Source: an optimization exercise on an open RTL-to-GDS flow (aim: small area and a short achievable clock period). Production flows keep margins and buffers that such runs may drop. The RTL was checked by simulation tests, not by an equivalence proof against the original design. No activity file was given, so power comes from the tool's default toggle rates.

## run 1
==> flow/design.v <==
module rbFIFO(clock,rst,dataIn,push,pop,dataOut,full,empty);
    input         clock;
    input         rst;
    input  [63:0] dataIn;
    input         push;
    input         pop;
    output [63:0] dataOut;
    output        full;
    output        empty;
    reg    [63:0] mem [1:31];
    reg    [63:0] dout;
    reg     [4:0] rt;         
    reg     [4:0] rh;         
    reg    [31:1] rsel;       
    reg    [31:1] wsel;       
    reg           full;
    reg           empty;
    reg           ram_empty;  
    reg           afull;      
    function [4:0] inc;
        input [4:0] s;
        inc = {s[3:0], s[4] ^ s[2]};
    endfunction
    wire ram_one = (inc(rh) == rt);          
    wire ram_29  = (inc(inc(rt)) == rh);     
    reg [31:1] hcur, hnxt, tcur, tnxt;       
    integer i;
    always @* begin
        for (i = 1; i < 32; i = i + 1) begin
            hcur[i]      = (rh == i);
            hnxt[inc(i)] = (rh == i);
            tcur[i]      = (rt == i);
            tnxt[inc(i)] = (rt == i);
        end
    end
    wire push_eff = push & ~full;
    wire pop_eff  = pop & ~empty & ~push_eff;
    wire tadv     = push_eff & ~empty;       
    wire hadv     = pop_eff & ~ram_empty;    
    wire full_n      = ~rst & (push_eff ? afull : (~pop_eff & full));
    wire empty_n     = rst | (~push_eff & (pop_eff ? ram_empty : empty));
    wire ram_empty_n = rst | (push_eff ? empty : (pop_eff ? (ram_empty | ram_one) : ram_empty));
    wire afull_n     = ~rst & (push_eff ? ram_29 : (pop_eff ? full : afull));
    always @(posedge clock) begin
        full      <= full_n;
        empty     <= empty_n;
        ram_empty <= ram_empty_n;
        afull     <= afull_n;
        if (rst) begin
            rt <= 5'd1;
            rh <= 5'd1;
        end else begin
            if (tadv) rt <= inc(rt);
            if (hadv) rh <= inc(rh);
        end
        rsel <= (hadv ? hnxt : hcur) & {31{~ram_empty_n}};
        if (rst)
            wsel <= 31'd1;
        else
            wsel <= (tadv ? tnxt : tcur) & {31{~full_n}};
    end
    always @(posedge clock) begin
        for (i = 1; i < 32; i = i + 1)
            if (wsel[i]) mem[i] <= dataIn;
    end
    wire [63:0] wd [0:31];
    wire [31:0] sd;
    genvar g, b;
    generate
        for (g = 1; g < 32; g = g + 1) begin : gw
            assign wd[g-1] = mem[g];
            assign sd[g-1] = rsel[g];
        end
    endgenerate
    assign wd[31] = dataIn;
    assign sd[31] = ram_empty;
    wire [63:0] rdata;
    wire  [3:0] load_q;
    generate
        for (g = 0; g < 4; g = g + 1) begin : gl
            rbfifo_load ul (.push(push), .pop(pop), .full(full), .empty(empty),
                            .ram_empty(ram_empty), .load(load_q[g]));
        end
    endgenerate
    wire [63:0] dout_n;
    generate
        for (b = 0; b < 64; b = b + 1) begin : gb
            wire [11:0] n;
            for (g = 0; g < 10; g = g + 1) begin : gs
                rbfifo_aoi222 u (.a0(wd[3*g][b]), .s0(sd[3*g]),
                                 .a1(wd[3*g+1][b]), .s1(sd[3*g+1]),
                                 .a2(wd[3*g+2][b]), .s2(sd[3*g+2]),
                                 .y(n[g]));
            end
            assign n[10] = ~(wd[30][b] & sd[30]);
            assign n[11] = ~(wd[31][b] & sd[31]);
            assign rdata[b] = ~&n;
            rbfifo_mux2 um (.a(dout[b]), .b(rdata[b]), .s(load_q[b/16]), .y(dout_n[b]));
        end
    endgenerate
    always @(posedge clock)
        dout <= dout_n;
    assign dataOut = dout;
endmodule
module rbfifo_aoi222(a0, s0, a1, s1, a2, s2, y);
    input  a0, s0, a1, s1, a2, s2;
    output y;
    assign y = ~((a0 & s0) | (a1 & s1) | (a2 & s2));
endmodule
module rbfifo_mux2(a, b, s, y);
    input  a, b, s;
    output y;
    assign y = s ? b : a;
endmodule
module rbfifo_load(push, pop, full, empty, ram_empty, load);
    input  push, pop, full, empty, ram_empty;
    output load;
    assign load = empty | (pop & ~empty & ~(push & ~full) & ~ram_empty);
endmodule
Settings: LEC_CHECK=0, CAP_MARGIN=20, CORE_MARGIN=2, CORE_UTILIZATION=65, CTS_CLUSTER_DIAMETER=80, CTS_CLUSTER_SIZE=24, SETUP_SLACK_MARGIN=3.15, SLEW_MARGIN=20, SYNTH_HIERARCHICAL=1, SYNTH_MINIMUM_KEEP_SIZE=0; clock period 5.5 ns.
run.sh (not shown) runs the stock make flow with config.mk's settings and CLKGATE_MAP_FILE= SYNTH_SCRIPT=/design/flow/synth_recipe.tcl, a recipe that flattens the netlist after the stock synthesis.
Run 1 went all the way through synthesis, placement and routing and the layout is clean on timing, DRC and antenna.
Changes in run 2 relative to run 1:
- a change of CTS_CLUSTER_DIAMETER from 80 to 90
- a change of CTS_CLUSTER_SIZE from 24 to 28
- a change of SETUP_SLACK_MARGIN from 3.15 to 3.3
--- outcome ---
Final critical-path share of the clock period: higher on run 1. Cell area | run 2 vs run 1 | run 2 larger. Against run 1, run 2 reports a synthesis-to-layout area growth that is higher. On top achievable clock speed, run 2 does better than run 1. Run 2 vs run 1: non-clock buffer instance count of the final layout up by more than 10%. In terms of routed wire length, run 1 and run 2 differ only marginally.
What run 3 does differently from run 2 at the input level:
- swapping 3.3 for 3.15 in SETUP_SLACK_MARGIN
- swapping 28 for 24 in CTS_CLUSTER_SIZE
- swapping 65 for 72 in CORE_UTILIZATION
- swapping 90 for 80 in CTS_CLUSTER_DIAMETER
--- outcome ---
Run 3 finished end to end and its layout was clean on timing, DRC and antenna.
When run 3 is measured against run 2, its share of power burned in the clock network turns out 1.3 points higher.
Changes observed in run 3 relative to run 2: amount of wire on met3 after detailed routing moved up; core utilization of the finished layout moved up; logic gate share of total power moved down; non-clock buffer total of the final layout moved down; count of placed standard cells in the final layout, fillers left out moved down.
Compared to run 2, the routing of run 3 uses less wire.
Compared to run 2, run 3 has total iterations of the first detailed-routing run 1 higher.
--- input diff run 3..run 4 ---
- CORE_UTILIZATION: 72 -> 65
- SETUP_SLACK_MARGIN: 3.15 -> 3.3
- CAP_MARGIN: 20 -> 10
- SLEW_MARGIN: 20 -> 10
Findings:
- Going from run 3 to run 4, highest ir drop seen on vdd shrinks by 7.8%.
- Diff run 3..run 4 | deepest level of the CTS H-tree | unchanged
- Number of cells upsized or downsized after cts: run 4 higher than run 3
- Compared with run 3, run 4 improves upper clock frequency limit.
- The met1 global-route usage of run 4 is lower than that of run 3.
- The final layout from run 4, which completed every stage, passed the timing, design-rule and antenna checks at the end of the flow.
- Compared with run 3, in run 4 routed wire length saw an increase; worst setup slack has increased.

-- afterwards: timing with drivers on the ports --
No port has a modelled driver above. Below, the same layouts with a new extraction and two added sets of constraints. Step 1 (the two cells are an assumption about what drives the block):
set clk [get_ports {clock}]
set_driving_cell -lib_cell sky130_fd_sc_hd__clkbuf_16 $clk
set_driving_cell -lib_cell sky130_fd_sc_hd__buf_2 [delete_from_list [all_inputs] $clk]
Step 2, shift: input delay + t, output delay - t, t = (earliest + latest rising clock arrival at the registers) / 2. This alone moves slack from input paths to output paths. Slacks: ideal / step 1 / step 2; pairs: ideal / step 1.
run	t (ns)	setup slack, ns	hold slack, ns	worst setup path after step 2
run 1	0.788	3.043 / 3.043 / 2.441	0.483 / 0.483 / 0.483	input to register
run 2	0.782	3.152 / 3.069 / 2.574	0.498 / 0.498 / 0.498	input to register
run 3	0.806	3.040 / 3.040 / 2.452	0.483 / 0.483 / 0.483	input to register
run 4	0.793	3.162 / 3.079 / 2.658	0.497 / 0.497 / 0.497	input to register
After both steps setup and hold are still met in every run listed. The setup slack of run 1, which loses most, moves by 0.000 ns with the drivers and by -0.602 ns with both steps.
